From an optimization exercise on the open Yosys and OpenROAD flow, aimed at small area; shortcuts taken in it are not production practice. Function was checked by simulation only, so behaviour that the tests miss may differ from the original.

==> flow/design.v (outline; a module is shown in full before it is edited, if it fits) <==
// module Sumador: 7 lines
// module Filtro_low1: 682 lines
// module Filtro_low2: 797 lines
// module Filtro_mid1: 884 lines
// module Filtro_mid2: 632 lines
// module Filtro_hi1: 1109 lines
// module Filtro_hi2: 1147 lines
// module Paso_Banda: 15 lines
module Paso_Banda (
  input  wire signed [20:0] u,
  input  wire clk, rst, EN,
  output wire signed [20:0] y1, y2, y3
);
  // ...
==> flow/run.sh <==
#!/bin/bash
# synth_recipe.tcl (not shown) runs the flow's synth.tcl, then flattens the netlist and writes it again
# the make line also repeats each setting of config.mk as NAME=value (left out here)
make -C /OpenROAD-flow-scripts/flow DESIGN_CONFIG=/design/flow/config.mk WORK_HOME=/design/flow/orfs CLKGATE_MAP_FILE= SYNTH_SCRIPT=/design/flow/synth_recipe.tcl finish
==> flow/config.mk <==
export PLATFORM = sky130hd
export DESIGN_NAME = Paso_Banda
export DESIGN_NICKNAME = Paso_Banda
export VERILOG_FILES = /design/flow/design.v
export SDC_FILE = /design/flow/constraint.sdc
export NUM_CORES = 4
export LEC_CHECK = 0
export CAP_MARGIN = 20
export CORE_MARGIN = 2
export CORE_UTILIZATION = 40
export CTS_BUF_LIST = sky130_fd_sc_hd__clkbuf_8
export CTS_CLUSTER_DIAMETER = 60
export CTS_CLUSTER_SIZE = 20
export SLEW_MARGIN = 20
export SYNTH_HIERARCHICAL = 1
==> flow/constraint.sdc <==
create_clock -name core_clock -period 25.0 [get_ports {clk}]
set_input_delay 5.0000 -clock core_clock [delete_from_list [all_inputs] [get_ports {clk}]]
set_output_delay 5.0000 -clock core_clock [all_outputs]
set_load 0.01 [all_outputs]
==> results.cfg, run 1 <==
[outcome]
run_status = timing/DRC/antenna clean

[logic_synthesis]
async_flop_share_pct = 100
synth_common_cells = fa_1, inv_1, nand2_1, dfrtp_1, o21ai_0
yosys_warnings = 12
synthesis.area_um2 = 63900
synth.largest_area_cell = fa_1
synth_cells = 5353

[clock_network]
clockBufferDepth = 3
hold_buffers = 0
cts.sinks = 454
ctsResizeCount = 0
h-tree-depth = 3

[drt]
wl_mm = 161
wl_per_cell_um = 21.5
met2WireLength_mm = 75.5

[place]
place_ws_ns = 1.05
place_congestion = 0.895

[global_routing]
top_usage_layer = met2
gr-usage-met1_pct = 30.7

[worst_setup_path]
crit_path_end = s_hi2.f1[14]$_DFFE_PP0P_
crit_arrival_ns = 24.60
cp.depth = 66
required_ns = 25.66

[finish]
largest_cell_class = multi-input combinational cells
sh_seq_area_pct = 16.5
diodes = 2
buffers = 170
fillCellCount = 14700
multi_input_area_share_pct = 70.8

[timing]
period_needed_ns = 23.94
worst_slack_ns = 1.06
post-route-period-util_pct = 95.8

[floorplanning]
core_um2 = 159000

[hold_path]
hold-path-cell-count = 1
hp-class = reg -> reg
hold_start = s_hi2.t[0]$_DFFE_PP0P_
==> run 2: changes to the inputs <==
--- a/flow/config.mk
+++ b/flow/config.mk
@@ -9,7 +9,4 @@
 export CORE_MARGIN = 2
 export CORE_UTILIZATION = 40
-export CTS_BUF_LIST = sky130_fd_sc_hd__clkbuf_8
-export CTS_CLUSTER_DIAMETER = 60
-export CTS_CLUSTER_SIZE = 20
 export SLEW_MARGIN = 20
 export SYNTH_HIERARCHICAL = 1
==> run 2 against run 1 <==
Against the previous run: still clean on timing, DRC and antenna; synthesized area did not move; clock skew fell by 0.046 ns; critical endpoint unchanged.
==> results.cfg, run 2 <==
[outcome]
run_status = timing/DRC/antenna clean

[floorplanning]
dieWidth_um = 404
fp.dieH_um = 404
row_count = 146
core_um2 = 159000
die-area_um2 = 163000
start_util_pct = 40.3
io_pins = 87

[clock_network]
hold_buffers = 0
h-tree-depth = 3
ctsResizeCount = 0
cts_root_buf = clkbuf_16
post_cts_buffers = 0
clkLatencyLatePin_ns = 0.68
clk_pin_slew_worst_paths_ns = 0.06
cts.sinks = 454
clockBufferDepth = 3
numCtsBuffers = 68
cts_tree = done

[finish]
finalNetCount = 7228
layout-area-overhead-vs-synth_pct = 8.47
final_common_cell = fa_1
fin_area_um2 = 69300
multi_input_area_um2 = 48700
drive_gt1_share_pct = 9.03
final_cell_mix = fa_1, inv_1, nand2_1, dfrtp_1, o21ai_0
fillCellCount = 14700
register_area_um2 = 11400

[timing]
slew_headroom_pct = 32.2
setup_viol = 0
finalHoldViolCount = 0
timing.fmax_mhz = 41.8
worst_clock_skew_ns = 0.0338
period_needed_ns = 23.90
maxSlewViolCount = 0
setup_tns_ns = 0
worst_slack_ns = 1.10
rsz0062_at_grt = false
post-route-period-util_pct = 95.6
worstMarginPinSlew_ns = 1.02

[global_routing]
grt_pass1_wl_mm = 263
grt-ovfl-total = 0
grt_use_total_pct = 20.8
grt_max_degree = 90
antenna_found_initial = 0
grt_pass1_vias = 44700

[drt]
viasPerCell = 5.33
drcViolationCount = 0
ant_nets = 0
drt_iter0_markers = 2698
via_count = 39900
dr.pass1.iters = 8
wl_mm = 161
wl_per_cell_um = 21.6

[hold_path]
hp-class = reg -> reg

[logic_synthesis]
avgSynthCellArea_um2 = 11.9
ys_types = 100
ys_seq_area_share_pct = 17.8
async_flop_share_pct = 100
synth.area.top_cells = fa_1, dfrtp_1, inv_1, ha_1, mux2_2
synth.most_common_cell = fa_1
yosys_warnings = 12
synthesis.area_um2 = 63900
synth-edff-count = 0
synth_top_area_share_pct = 51.6
synth_cells = 5353
synth_ff_type = dfrtp_1
synth.largest_area_cell = fa_1
synth_nets = 7226
synth_common_cells = fa_1, inv_1, nand2_1, dfrtp_1, o21ai_0
yosys_register_bits = 454

[place]
post-dp-hpwl_mm = 128
placed_cell_area_um2 = 66800
place_congestion = 0.895
port-buffer-count = 86
place_ws_ns = 1.05

[worst_setup_path]
cp_top_family = adder cells
required_ns = 25.56
path_max_fanout = 19
critPathBufInv = 7
crit_arrival_ns = 24.46
start_kind = flop
crit_slowest_cell = dfrtp_1
slowest_delay_ns = 0.78
cp_common_cell = fa_1
criticalPathCategory = reg -> reg
endpoint_kind = flop

[run]
cap_violations = 0
-- run 2: layout make-up --
class	instances	share of cell area (%)
multi-input combinational	3925	70.2
sequential	454	16.4
inverter	736	3.99
tap	2072	3.74
clock buffer	88	2.77
timing repair buffer	170	2.16
clock inverter	34	0.708
antenna	1	0.00361
-- run 2: final timing paths --
| kind | start | endpoint | slack [ns] | cells past startpoint |
|---|---|---|---|---|
| setup / recovery | s_hi1.f1[2]$_DFFE_PP0P_ | s_hi2.f1[14]$_DFFE_PP0P_ | 1.10 | 66 |
| hold / removal | s_hi2.t[0]$_DFFE_PP0P_ | s_hi2.t[0]$_DFFE_PP0P_ | 0.52 | 1 |
| setup reg to reg | s_hi1.f1[2]$_DFFE_PP0P_ | s_hi2.f1[14]$_DFFE_PP0P_ | 1.10 | 66 |
| hold reg to reg | s_hi2.t[0]$_DFFE_PP0P_ | s_hi2.t[0]$_DFFE_PP0P_ | 0.52 | 1 |
| max in group asynchronous | rst | s_hi1.t[3]$_DFFE_PP0P_ | 18.85 | 4 |
| min in group asynchronous | rst | s_low2.f2[18]$_DFFE_PP0P_ | 4.82 | 3 |
-- run 2: cells by family after synthesis --
logic type	after synthesis	synth area share, %
simple gates	936	6.50
flops	454	17.8
fa+ha+maj	1944	57.1
xor+xnor	22	0.302
compound gates	773	7.88
mux	250	4.36
buf+inv	974	6.12
-- run 2: Yosys stat by module (local to each module, per instance), a selection --
module,flip-flops and latches,cell area [µm²]
Filtro_hi2,83,6320
Filtro_low2,84,5080
Sumador,0,20.0
Filtro_low1,62,4130
Filtro_mid2,63,4200
Filtro_hi1,84,6290
Filtro_mid1,78,4920
-- run 2: through the flow --
stage	utilization, %	hold slack [ns]	cells
after floorplan	-	0.487	5353
after global placement	42.2	0.501	7357
after detailed placement	42.2	0.509	7357
after CTS	43.7	0.522	7479
after global routing	43.7	0.543	7479
final	43.7	0.515	7480
-- run 2: routing by layer --
layer,part of all wire (%),global-route usage (%)
met4,2.1,5.07
met5,0,0
met2,47,32.5
met3,5.5,3.07
met1,46,30.8
==> run 3: changes to the inputs <==
--- a/flow/config.mk
+++ b/flow/config.mk
@@ -9,4 +9,7 @@
 export CORE_MARGIN = 2
 export CORE_UTILIZATION = 40
+export CTS_BUF_LIST = sky130_fd_sc_hd__clkbuf_4
+export CTS_CLUSTER_DIAMETER = 45
+export CTS_CLUSTER_SIZE = 12
 export SLEW_MARGIN = 20
 export SYNTH_HIERARCHICAL = 1
==> run 3 against run 2 <==
Against the previous run: core utilization down 0.30 points; still clean on timing, DRC and antenna; die area is the same; count of clock-buffer cells in the layout is 17 higher; via count increased by 0.51%; critical path depth grew 1; non-clock buffer count rose by 1; first-iteration DRC count shrank 2.9%; register-to-register slack improved by 0.06 ns.
==> results.cfg, run 3 <==
[outcome]
run_status = timing/DRC/antenna clean

[logic_synthesis]
synth.largest_area_cell = fa_1
yosys.area_share.simple_pct = 6.50
synth_nets = 7226
ys_types = 100
synth_cells = 5353
synth_common_cells = fa_1, inv_1, nand2_1, dfrtp_1, o21ai_0
synth_top_family_by_area = adder cells
synth_xor_area_share_pct = 0.302
synth-compound-area-share_pct = 7.88
synth-edff-count = 0
yosys_warnings = 12
synthAdderAreaFrac_pct = 57.1
synth_ff_type = dfrtp_1
synth.area.top_cells = fa_1, dfrtp_1, inv_1, ha_1, mux2_2
async_flop_share_pct = 100
ys_seq_area_share_pct = 17.8
synth.most_common_cell = fa_1
synthesis.area_um2 = 63900
yosys_register_bits = 454
avgSynthCellArea_um2 = 11.9
synth_mux_area_share_pct = 4.36
synth_top_area_share_pct = 51.6

[worst_setup_path]
start_kind = flop
path_max_fanout = 19
crit_slowest_cell = dfrtp_1
crit_arrival_ns = 24.80
cp-startpoint = s_hi1.f1[2]$_DFFE_PP0P_
cp_common_cell = fa_1
slowest_delay_ns = 0.79
required_ns = 25.96
r2r_cells = 67
rr_startpoint = s_hi1.f1[2]$_DFFE_PP0P_
ff2ff_setup_slack_ns = 1.16
worst_r2r_endpoint = s_hi2.f1[10]$_DFFE_PP0P_
endpoint_kind = flop
criticalPathCategory = reg -> reg

[place]
post-dp-hpwl_mm = 128
place_ws_ns = 1.05
port-buffer-count = 86
place_congestion = 0.895

[hold_path]
hold_end = s_hi2.t[0]$_DFFE_PP0P_
hold_start = s_hi2.t[0]$_DFFE_PP0P_
hold-path-cell-count = 1
hp-class = reg -> reg

[timing]
period_needed_ns = 23.84
finalHoldViolCount = 0
timing.fmax_mhz = 42.0
setup_tns_ns = 0
worstMarginPinSlew_ns = 0.996
setup_viol = 0
rsz0062_at_grt = false
post-route-period-util_pct = 95.3
worst_slack_ns = 1.16
slew_headroom_pct = 33.6
worst_clock_skew_ns = 0.103
maxSlewViolCount = 0

[clock_network]
clkLatencyLatePin_ns = 1.12
numCtsBuffers = 101
cts_root_buf = clkbuf_4
h-tree-depth = 3
cts.sinks = 454
clockBufferDepth = 3
cts_tree = done
hold_buffers = 0
post_cts_buffers = 0
ctsResizeCount = 0
clk_pin_slew_worst_paths_ns = 0.10

[finish]
register_area_um2 = 11400
final_common_cell = fa_1
final_cell_mix = fa_1, inv_1, nand2_1, dfrtp_1, o21ai_0
multi_input_area_um2 = 48600
finalNetCount = 7262
layout-area-overhead-vs-synth_pct = 7.74
fillCellCount = 14800
drive_gt1_share_pct = 10.2

[floorplanning]
start_util_pct = 40.3
fp.dieH_um = 404
dieWidth_um = 404
die-area_um2 = 163000
row_count = 146
core_um2 = 159000
io_pins = 87

[drt]
wl_per_cell_um = 21.3
dr.pass1.iters = 5
drcViolationCount = 0
drt_iter0_markers = 2621
wl_mm = 161
via_count = 40100
viasPerCell = 5.31
ant_nets = 0

[global_routing]
grt_pass1_vias = 44900
grt-ovfl-total = 0
grt_pass1_wl_mm = 263
grt_max_degree = 90
grt_use_total_pct = 20.8
antenna_found_initial = 7

[run]
cap_violations = 0
-- run 3: cell counts after synthesis --
No cell type changed its count.
-- run 3: area by class of cell --
class | instances | area share [%]
clock inverter | 87 | 1.65
tap | 2072 | 3.77
antenna | 7 | 0.0255
timing repair buffer | 171 | 2.19
clock buffer | 105 | 1.15
multi-input combinational | 3925 | 70.7
inverter | 736 | 4.02
sequential | 454 | 16.5
-- run 3: routing by layer --
metal | track usage, % | part of all wire (%) | wire length, µm
met1 | 30.6 | 45 | 73200
met2 | 32.4 | 47 | 75200
met3 | 3.26 | 5.5 | 8950
met4 | 5.37 | 2.5 | 3980
met5 | 0 | 0.014 | 23
-- run 3: cell families after synthesis --
group,count (synthesis)
flip-flops,454
AO/OA/AOI/OAI,773
adder cells (fa/ha/maj),1944
XOR/XNOR,22
AND/OR/NAND/NOR,936
buffers and inverters,974
multiplexers,250
-- run 3: how the worst max path moves through the flow --
| stage | to | slack [ns] | cells past startpoint |
|---|---|---|---|
| 6_report | s_hi2.f1[10]$_DFFE_PP0P_ | 1.16 | 67 |
| 5_1_grt | s_hi2.f1[8]$_DFFE_PP0P_ | 0.14 | 67 |
| 3_5_place_dp | s_hi2.f1[14]$_DFFE_PP0P_ | 1.05 | 65 |
| 4_1_cts | s_hi2.f1[10]$_DFFE_PP0P_ | 1.11 | 66 |
| 3_3_place_gp | s_hi2.f1[16]$_DFFE_PP0P_ | 1.45 | 66 |
| 2_1_floorplan | s_hi2.f1[12]$_DFFE_PP0P_ | 2.78 | 66 |
-- run 3: stage by stage --
step / std cells / hold slack [ns] / area, µm² / utilization, %
finish: 7557 / 0.526 / 68800 / 43.4
global placement: 7357 / 0.501 / 66800 / 42.2
global route: 7555 / 0.553 / 68800 / 43.4
CTS: 7549 / 0.533 / 68800 / 43.4
floorplan: 5353 / 0.487 / 63900 / -
detailed placement: 7357 / 0.509 / 66800 / 42.2
-- run 3: per-module statistics from Yosys (local to each module, per instance), a selection --
module,cells,times used,flops+latches,area [µm²]
Filtro_low1,516,1,62,4130
Filtro_hi1,761,1,84,6290
Filtro_mid2,494,1,63,4200
Filtro_mid1,535,1,78,4920
Sumador,1,1645,0,20.0
Filtro_low2,583,1,84,5080
Filtro_hi2,819,1,83,6320
-- run 3: critical path: cells and delay by family, from the launching register on --
| family | cells | cell delay, ns |
|---|---|---|
| adder cells (fa/ha/maj) | 50 | 19.95 |
| AO/OA/AOI/OAI | 6 | 1.13 |
| AND/OR/NAND/NOR | 4 | 1.09 |
| flip-flops | 1 | 0.79 |
| buffers and inverters | 7 | 0.77 |
==> run 4: changes to the inputs <==
--- a/flow/config.mk
+++ b/flow/config.mk
@@ -9,7 +9,7 @@
 export CORE_MARGIN = 2
 export CORE_UTILIZATION = 40
-export CTS_BUF_LIST = sky130_fd_sc_hd__clkbuf_4
-export CTS_CLUSTER_DIAMETER = 45
-export CTS_CLUSTER_SIZE = 12
+export CTS_BUF_LIST = sky130_fd_sc_hd__clkbuf_8
+export CTS_CLUSTER_DIAMETER = 70
+export CTS_CLUSTER_SIZE = 24
 export SLEW_MARGIN = 20
 export SYNTH_HIERARCHICAL = 1
==> run 4 against run 3 <==
Against the previous run: clock skew decreased by 0.048 ns; critical path depth is 2 lower; first-iteration DRC count decreased by 1.4%; still clean; count of clock-buffer cells in the layout shrank 32; register-to-register slack got worse by 0.08 ns; global-route usage about the same; synthesized cell count stayed put; critical endpoint is now s_hi2.f1[14]$_DFFE_PP0P_; non-clock buffer count did not move.
==> results.cfg, run 4 <==
[worst_setup_path]
r2r_cells = 65
required_ns = 25.66
ff2ff_setup_slack_ns = 1.08
crit_arrival_ns = 24.58
rr_startpoint = s_hi1.f1[3]$_DFFE_PP0P_
slowest_delay_ns = 0.75
endpoint_kind = flop
criticalPathCategory = reg -> reg
crit_slowest_cell = dfrtp_1
worst_r2r_endpoint = s_hi2.f1[14]$_DFFE_PP0P_
path_max_fanout = 19
cp_common_cell = fa_1
start_kind = flop

[drt]
dr.pass1.iters = 6
via_count = 39900
wl_mm = 161
viasPerCell = 5.33
drt_iter0_markers = 2583
ant_nets = 0
drcViolationCount = 0
wl_per_cell_um = 21.5

[logic_synthesis]
avgSynthCellArea_um2 = 11.9
synth_xor_area_share_pct = 0.302
ys_types = 100
yosys_warnings = 12
synth_common_cells = fa_1, inv_1, nand2_1, dfrtp_1, o21ai_0
synth_cells = 5353
synth_ff_type = dfrtp_1
synthesis.area_um2 = 63900
synth-edff-count = 0
ys_seq_area_share_pct = 17.8
synth_mux_area_share_pct = 4.36
async_flop_share_pct = 100
synth_top_area_share_pct = 51.6
synth_top_family_by_area = adder cells
synth.most_common_cell = fa_1
synth.largest_area_cell = fa_1
synth_nets = 7226
synth-compound-area-share_pct = 7.88
synth.area.top_cells = fa_1, dfrtp_1, inv_1, ha_1, mux2_2
yosys_register_bits = 454
yosys.area_share.simple_pct = 6.50
synthAdderAreaFrac_pct = 57.1

[global_routing]
grt_pass1_wl_mm = 263
grt_use_total_pct = 20.8
grt_pass1_vias = 44700
antenna_found_initial = 3
grt-ovfl-total = 0
grt_max_degree = 90

[place]
port-buffer-count = 86
place_congestion = 0.895
post-dp-hpwl_mm = 128
place_ws_ns = 1.05

[clock_network]
h-tree-depth = 3
clockBufferDepth = 3
numCtsBuffers = 70
cts_tree = done
clkLatencyLatePin_ns = 0.81
clk_pin_slew_worst_paths_ns = 0.08
hold_buffers = 0
ctsResizeCount = 0
post_cts_buffers = 0
cts.sinks = 454
cts_root_buf = clkbuf_8

[timing]
worst_clock_skew_ns = 0.0544
whs_ns = 0.522
timing.fmax_mhz = 41.8
setup_viol = 0
finalHoldViolCount = 0
slew_headroom_pct = 33.2
setup_tns_ns = 0
rsz0062_at_grt = false
period_needed_ns = 23.92
maxSlewViolCount = 0
worst_slack_ns = 1.08
worstMarginPinSlew_ns = 1.00
post-route-period-util_pct = 95.7

[floorplanning]
core_um2 = 159000
io_pins = 87
row_count = 146
start_util_pct = 40.3
fp.dieH_um = 404
die-area_um2 = 163000
dieWidth_um = 404

[hold_path]
hold_end = s_hi2.t[0]$_DFFE_PP0P_
hold_start = s_hi2.t[0]$_DFFE_PP0P_
hp-class = reg -> reg
hold-path-cell-count = 1

[outcome]
run_status = timing/DRC/antenna clean

[finish]
finalNetCount = 7231
final_common_cell = fa_1
drive_gt1_share_pct = 9.20
finalCoreUtilization_pct = 43.2
layout-area-overhead-vs-synth_pct = 7.23
final_cell_mix = fa_1, inv_1, nand2_1, dfrtp_1, o21ai_0

[run]
cap_violations = 0
## run 4: layer usage
layer / track usage, % / vias to the layer above / wire length [µm]
li1: - / 17200 / -
met1: 30.7 / 21500 / 73700
met2: 32.5 / 1055 / 75300
met3: 3.07 / 190 / 8360
met4: 5.17 / 2 / 3490
met5: 0 / - / 13
## run 4: area by class of cell
type | instances | area [µm²]
inverters | 736 | 2770
diodes | 2 | 5.00
clock inverters | 56 | 606
flip-flops and latches | 454 | 11400
well taps | 2072 | 2590
fillers | 14800 | 90100
clock buffers | 73 | 1000
repair buffers | 171 | 1500
multi-input cells | 3925 | 48600
## run 4: cells by family (layout without fill, tap and decap cells)
family,after synthesis,in the layout
adder cells (fa/ha/maj),1944,1944
flip-flops,454,454
buffers and inverters,974,1036
AND/OR/NAND/NOR,936,936
XOR/XNOR,22,22
other,0,2
AO/OA/AOI/OAI,773,773
multiplexers,250,250
## run 4: how the worst max path moves through the flow
stage | from | to | cells past startpoint
2_1_floorplan | s_hi1.f1[2]$_DFFE_PP0P_ | s_hi2.f1[12]$_DFFE_PP0P_ | 66
3_3_place_gp | s_hi1.f1[2]$_DFFE_PP0P_ | s_hi2.f1[16]$_DFFE_PP0P_ | 66
3_5_place_dp | s_hi1.f1[3]$_DFFE_PP0P_ | s_hi2.f1[14]$_DFFE_PP0P_ | 65
4_1_cts | s_hi1.f1[3]$_DFFE_PP0P_ | s_hi2.f1[14]$_DFFE_PP0P_ | 65
5_1_grt | s_hi1.f1[2]$_DFFE_PP0P_ | s_hi2.f1[8]$_DFFE_PP0P_ | 67
6_report | s_hi1.f1[3]$_DFFE_PP0P_ | s_hi2.f1[14]$_DFFE_PP0P_ | 65
## run 4: worst max-delay path: cells and delay by family (launching register included)
family                     cells  cell delay, ns
and+or+nand+nor                2            0.69
buffers and inverters          7            0.91
AOI/OAI and AO/OA              7            1.61
DFF                            1            0.75
adders and majority gates     49           19.81
## run 4: metrics by stage
stage          std cells  cell area, µm²
2_1_floorplan       5353           63900
3_3_place_gp        7357           66800
3_5_place_dp        7357           66800
4_1_cts             7486           68500
5_1_grt             7489           68500
6_report            7489           68500
## run 4: Yosys stat by module (local to each module, per instance), excerpt
module	flip-flops and latches	times used	cell area (µm²)	cells
Filtro_hi1	84	1	6290	761
Filtro_hi2	83	1	6320	819
Filtro_low1	62	1	4130	516
Filtro_low2	84	1	5080	583
Filtro_mid1	78	1	4920	535
Filtro_mid2	63	1	4200	494
Sumador	0	1645	20.0	1
==> run 5: changes to the inputs <==
--- a/flow/config.mk
+++ b/flow/config.mk
@@ -6,5 +6,5 @@
 export NUM_CORES = 4
 export LEC_CHECK = 0
-export CAP_MARGIN = 20
+export CAP_MARGIN = 5
 export CORE_MARGIN = 2
 export CORE_UTILIZATION = 40
@@ -12,4 +12,4 @@
 export CTS_CLUSTER_DIAMETER = 70
 export CTS_CLUSTER_SIZE = 24
-export SLEW_MARGIN = 20
+export SLEW_MARGIN = 5
 export SYNTH_HIERARCHICAL = 1
==> run 5 against run 4 <==
Against the previous run: worst setup slack improved by 0.059 ns; final area about the same; still clean; core utilization about the same; critical path depth unchanged; die area unchanged; synthesized area unchanged.
==> results.cfg, run 5 <==
[timing]
period_needed_ns = 23.86
setup_tns_ns = 0
maxSlewViolCount = 0
finalHoldViolCount = 0
worstMarginPinSlew_ns = 1.21
post-route-period-util_pct = 95.4
worst_clock_skew_ns = 0.0548
rsz0062_at_grt = false
slew_headroom_pct = 19.6
timing.fmax_mhz = 41.9
setup_viol = 0

[drt]
ant_nets = 0
via_count = 39900
wl_per_cell_um = 21.5
dr.pass1.iters = 6
viasPerCell = 5.33
wl_mm = 161
drcViolationCount = 0
drt_iter0_markers = 2857

[global_routing]
grt_max_degree = 90
grt_pass1_vias = 44600
antenna_found_initial = 2
grt_use_total_pct = 20.8
grt-ovfl-total = 0
grt_pass1_wl_mm = 263

[clock_network]
ctsResizeCount = 0
cts_tree = done
hold_buffers = 0
clk_pin_slew_worst_paths_ns = 0.08
clockBufferDepth = 3
post_cts_buffers = 0
cts_root_buf = clkbuf_8
numCtsBuffers = 69
cts.sinks = 454
clkLatencyLatePin_ns = 0.81
h-tree-depth = 3

[logic_synthesis]
yosys.area_share.simple_pct = 6.50
synth-compound-area-share_pct = 7.88
synth_ff_type = dfrtp_1
synth_xor_area_share_pct = 0.302
synth_cells = 5353
synth_top_family_by_area = adder cells
synthesis.area_um2 = 63900
synth-edff-count = 0
yosys_register_bits = 454
synth.area.top_cells = fa_1, dfrtp_1, inv_1, ha_1, mux2_2
synth_mux_area_share_pct = 4.36
ys_types = 100
synthAdderAreaFrac_pct = 57.1
avgSynthCellArea_um2 = 11.9
synth_common_cells = fa_1, inv_1, nand2_1, dfrtp_1, o21ai_0
synth.most_common_cell = fa_1
synth.largest_area_cell = fa_1
synth_top_area_share_pct = 51.6
synth_nets = 7226
ys_seq_area_share_pct = 17.8
yosys_warnings = 12
async_flop_share_pct = 100

[floorplanning]
fp.dieH_um = 404
row_count = 146
dieWidth_um = 404
core_um2 = 159000
io_pins = 87
start_util_pct = 40.3
die-area_um2 = 163000

[worst_setup_path]
slowest_delay_ns = 0.75
endpoint_kind = flop
critPathBufInv = 7
required_ns = 25.66
cp_top_family = adder cells
cp_common_cell = fa_1
path_max_fanout = 19
criticalPathCategory = reg -> reg
start_kind = flop
crit_slowest_cell = dfrtp_1
crit_arrival_ns = 24.52

[finish]
drive_gt1_share_pct = 9.07
final_common_cell = fa_1
finalNetCount = 7230
fin_cells = 7486
final_cell_mix = fa_1, inv_1, nand2_1, dfrtp_1, o21ai_0
layout-area-overhead-vs-synth_pct = 7.17

[hold_path]
hp-class = reg -> reg

[place]
place_congestion = 0.895
post-dp-hpwl_mm = 128
dp.cells = 7357
port-buffer-count = 86

[outcome]
run_status = timing/DRC/antenna clean

[run]
cap_violations = 0
[run 5: cell counts after synthesis]
Identical to the previous run, type by type.
[run 5: routing by layer]
layer	GRT usage, %	routed length, µm
met1	30.8	73400
met3	3.07	8950
met4	5.15	3580
met5	0	13
met2	32.4	75200
[run 5: logic make-up (layout without fill, tap and decap cells)]
| kind of cell | Yosys count | count (layout) |
|---|---|---|
| adder cells (fa/ha/maj) | 1944 | 1944 |
| buffers and inverters | 974 | 1033 |
| AND/OR/NAND/NOR | 936 | 936 |
| AO/OA/AOI/OAI | 773 | 773 |
| flip-flops | 454 | 454 |
| multiplexers | 250 | 250 |
| XOR/XNOR | 22 | 22 |
| other | 0 | 2 |
[run 5: layout make-up]
class / instances / area, µm²
fill: 14800 / 90100
multi-input combinational: 3925 / 48600
sequential: 454 / 11400
inverter: 736 / 2770
tap: 2072 / 2590
timing repair buffer: 171 / 1500
clock buffer: 74 / 1020
clock inverter: 52 / 573
antenna: 2 / 5.00
[run 5: metrics by stage]
stage	worst slack (ns)	cell area (µm²)	util [%]	hold WS [ns]
2_1_floorplan	2.78	63900	-	0.487
3_3_place_gp	1.45	66800	42.2	0.501
3_5_place_dp	1.10	66800	42.2	0.507
4_1_cts	1.09	68400	43.2	0.527
5_1_grt	0.0772	68400	43.2	0.550
6_report	1.14	68500	43.2	0.522
[run 5: worst paths after layout]
path                            slack [ns]               startpoint  depth (start not counted)                        end
worst max-delay path                  1.14  s_hi1.f1[3]$_DFFE_PP0P_                         65   s_hi2.f1[14]$_DFFE_PP0P_
worst min-delay path                  0.52   s_hi2.t[0]$_DFFE_PP0P_                          1     s_hi2.t[0]$_DFFE_PP0P_
worst max register to register        1.14  s_hi1.f1[3]$_DFFE_PP0P_                         65   s_hi2.f1[14]$_DFFE_PP0P_
worst min register to register        0.52   s_hi2.t[0]$_DFFE_PP0P_                          1     s_hi2.t[0]$_DFFE_PP0P_
max in group asynchronous            18.95                      rst                          4     s_hi1.t[3]$_DFFE_PP0P_
min in group asynchronous             4.69                      rst                          3  s_low2.f2[15]$_DFFE_PP0P_
[run 5: Yosys stat by module, one instance, submodules excluded, excerpt]
module	times used	cell area [µm²]	flip-flops and latches	cells inside
Filtro_hi2	1	6320	83	819
Filtro_hi1	1	6290	84	761
Filtro_low2	1	5080	84	583
Filtro_mid1	1	4920	78	535
Filtro_mid2	1	4200	63	494
Filtro_low1	1	4130	62	516
Sumador	1645	20.0	0	1

==> re-timing with driven ports <==
Ports are ideal in the flow. The routed layouts listed here were re-timed in OpenROAD. Step 1 (the two cells are an assumption about what drives the block):
set clk [get_ports {clk}]
set_driving_cell -lib_cell sky130_fd_sc_hd__clkbuf_16 $clk
set_driving_cell -lib_cell sky130_fd_sc_hd__buf_2 [delete_from_list [all_inputs] $clk]
Step 2, shift: input delay + t, output delay - t, t = (earliest + latest rising clock arrival at the registers) / 2. This alone moves slack from input paths to output paths. Three values: ideal ports, drivers, drivers and shift; two values: the first two.
run	shift t [ns]	setup WS [ns]	pins driven straight from the clock port
run 1	0.870	1.061 / 1.061 / 1.061	1
run 2	0.742	1.100 / 1.100 / 1.100	1
run 3	1.159	1.164 / 1.164 / 1.164	1
run 4	0.860	1.081 / 1.081 / 1.081	1
run 5	0.860	1.140 / 1.140 / 1.140	1
After both steps setup and hold are still met in every run listed.
